What follows belongs to an exercise in optimizing a design on an open flow for small area; a production flow would make more cautious choices. The RTL was checked by simulation tests, not by an equivalence proof against the original design.

v6:
Design AXI_Sram, start of the top module:
module AXI_Sram #(
    parameter   DATA_WIDTH  = 64,
                ADDR_WIDTH  = 32,
                ID_WIDTH    = 1,
                USER_WIDTH  = 1,
                STRB_WIDTH  = (DATA_WIDTH/8)
)(
    input                       ACLK,
    input                       ARESETn,
    input      [ADDR_WIDTH-1:0] AWADDR,
    input      [7:0]            AWLEN,
    input      [2:0]            AWSIZE,
    input      [1:0]            AWBURST,
    input                       AWVALID,
    output reg                  AWREADY,
    input      [DATA_WIDTH-1:0] WDATA,
    input      [STRB_WIDTH-1:0] WSTRB,
    input                       WLAST,
    input                       WVALID,
    output reg                  WREADY,
    output     [1:0]            BRESP,
    output reg                  BVALID,
    input                       BREADY,
    input      [ADDR_WIDTH-1:0] ARADDR,
    input      [7:0]            ARLEN,
    input      [2:0]            ARSIZE,
    input      [1:0]            ARBURST,
    input                       ARVALID,
    output reg                  ARREADY,
    output     [DATA_WIDTH-1:0] RDATA,
    output     [1:0]            RRESP,
    output reg                  RLAST,
    output reg                  RVALID,
    input                       RREADY,
    input                       bist_en,
    input                       dft_en,
    output                      bist_done,
    output reg [7:0]            bist_fail
);
For scale: about 3,000 cells after synthesis, roughly 1,300 flip-flops.
==> flow/config.mk <==
export PLATFORM = sky130hd
export DESIGN_NAME = AXI_Sram
export DESIGN_NICKNAME = AXI_Sram
export VERILOG_FILES = /design/flow/design.v
export SDC_FILE = /design/flow/constraint.sdc
export NUM_CORES = 4
export LEC_CHECK = 0
export CAP_MARGIN = 20
export CORE_MARGIN = 2
export CORE_UTILIZATION = 60
export GPL_TIMING_DRIVEN = 0
export PLACE_DENSITY = 0.8
export SLEW_MARGIN = 20
export SYNTH_HIERARCHICAL = 1
==> flow/constraint.sdc <==
create_clock -name core_clock -period 14.0 [get_ports {ACLK}]
set_input_delay 2.8000 -clock core_clock [delete_from_list [all_inputs] [get_ports {ACLK}]]
set_output_delay 2.8000 -clock core_clock [all_outputs]
set_load 0.01 [all_outputs]
standard.sh (not shown) runs the stock make flow with config.mk's settings and CLKGATE_MAP_FILE= SYNTH_SCRIPT=/design/flow/synth_recipe.tcl, a recipe that flattens the netlist after the stock synthesis.
==> flow/flow/run.sh <==
#!/bin/bash
# The standard ORFS flow (standard.sh): the synthesis unchanged, then the
# layout with:
#  - port buffers of the smallest buffer cell,
#  - a clock tree of larger sink clusters and no dummy loads,
#  - one tie cell per constant instead of one per constant output,
#  - the buffers ABC inserted removed at floorplan (REMOVE_ABC_BUFFERS),
#  - buffers of drive 8 and up kept out of the data-net repair (added to the
#    platform's don't-use list after synthesis).
# The tools' output goes to synth.log and flow.log in this folder; ORFS also
# keeps each step's log under orfs/logs/.
set -o pipefail
bash standard.sh synth > synth.log 2>&1 || exit 1
bash standard.sh \
  "DONT_USE_CELLS=sky130_fd_sc_hd__probe_p_8 sky130_fd_sc_hd__probec_p_8 sky130_fd_sc_hd__lpflow_bleeder_1 sky130_fd_sc_hd__lpflow_clkbufkapwr_1 sky130_fd_sc_hd__lpflow_clkbufkapwr_16 sky130_fd_sc_hd__lpflow_clkbufkapwr_2 sky130_fd_sc_hd__lpflow_clkbufkapwr_4 sky130_fd_sc_hd__lpflow_clkbufkapwr_8 sky130_fd_sc_hd__lpflow_clkinvkapwr_1 sky130_fd_sc_hd__lpflow_clkinvkapwr_16 sky130_fd_sc_hd__lpflow_clkinvkapwr_2 sky130_fd_sc_hd__lpflow_clkinvkapwr_4 sky130_fd_sc_hd__lpflow_clkinvkapwr_8 sky130_fd_sc_hd__lpflow_decapkapwr_12 sky130_fd_sc_hd__lpflow_decapkapwr_3 sky130_fd_sc_hd__lpflow_decapkapwr_4 sky130_fd_sc_hd__lpflow_decapkapwr_6 sky130_fd_sc_hd__lpflow_decapkapwr_8 sky130_fd_sc_hd__lpflow_inputiso0n_1 sky130_fd_sc_hd__lpflow_inputiso0p_1 sky130_fd_sc_hd__lpflow_inputiso1n_1 sky130_fd_sc_hd__lpflow_inputiso1p_1 sky130_fd_sc_hd__lpflow_inputisolatch_1 sky130_fd_sc_hd__lpflow_isobufsrc_1 sky130_fd_sc_hd__lpflow_isobufsrc_16 sky130_fd_sc_hd__lpflow_isobufsrc_2 sky130_fd_sc_hd__lpflow_isobufsrc_4 sky130_fd_sc_hd__lpflow_isobufsrc_8 sky130_fd_sc_hd__lpflow_isobufsrckapwr_16 sky130_fd_sc_hd__lpflow_lsbuf_lh_hl_isowell_tap_1 sky130_fd_sc_hd__lpflow_lsbuf_lh_hl_isowell_tap_2 sky130_fd_sc_hd__lpflow_lsbuf_lh_hl_isowell_tap_4 sky130_fd_sc_hd__lpflow_lsbuf_lh_isowell_4 sky130_fd_sc_hd__lpflow_lsbuf_lh_isowell_tap_1 sky130_fd_sc_hd__lpflow_lsbuf_lh_isowell_tap_2 sky130_fd_sc_hd__lpflow_lsbuf_lh_isowell_tap_4 sky130_fd_sc_hd__buf_6 sky130_fd_sc_hd__buf_8 sky130_fd_sc_hd__buf_12 sky130_fd_sc_hd__buf_16 sky130_fd_sc_hd__bufbuf_8 sky130_fd_sc_hd__bufbuf_16" \
  "BUFFER_PORTS_ARGS=-buffer_cell sky130_fd_sc_hd__buf_1" \
  "CTS_ARGS=-sink_clustering_enable -repair_clock_nets -dont_use_dummy_load -sink_clustering_size 27 -sink_clustering_max_diameter 80 -buf_list sky130_fd_sc_hd__clkbuf_16" \
  SKIP_REPAIR_TIE_FANOUT=1 REMOVE_ABC_BUFFERS=1 \
  finish > flow.log 2>&1
v6 ended with every stage complete and zero timing, DRC or antenna violations.
> inputs changed (v6 -> v7)
diff --git a/flow/flow/run.sh b/flow/flow/run.sh
--- a/flow/flow/run.sh
+++ b/flow/flow/run.sh
@@ -8 +8 @@
-#  - buffers of drive 8 and up kept out of the data-net repair (added to the
+#  - buffers of drive 6 and up kept out of the data-net repair (added to the
==> run summary <==
As far as simple-gate share of the synthesized area goes, v7 and v6 are indistinguishable; the numbers are identical. Comparing v6 against v7, there is no change at all in async set or reset register ratio after synthesis. Compared with v6, in v7 post-synthesis compound-gate area fraction flat, total negative setup slack roughly the same.

-- afterwards: timing with drivers on the ports --
Ports are ideal in the flow. The routed layouts listed here were re-timed in OpenROAD.
Step 1 assumes that a clkbuf_16 drives the clock port and a buf_2 every other input.
Step 2 also shifts input and output timing later by t, the mid clock arrival at the registers, as if the neighbouring blocks saw the same clock.
a / b / c = ideal ports / drivers / drivers and shift; a / b = the first two.
| run | shift t [ns] | slack for setup (ns) | worst hold slack (ns) | worst setup path at the end | clock arrival spread, ns |
|---|---|---|---|---|---|
| v6 | 0.688 | 3.474 / 3.474 / 3.474 | 0.430 / 0.430 / 0.430 | register to register | 0.072 / 0.072 |
| v7 | 0.688 | 3.474 / 3.474 / 3.474 | 0.430 / 0.430 / 0.430 | register to register | 0.072 / 0.072 |
After both steps every run listed still meets setup and hold.
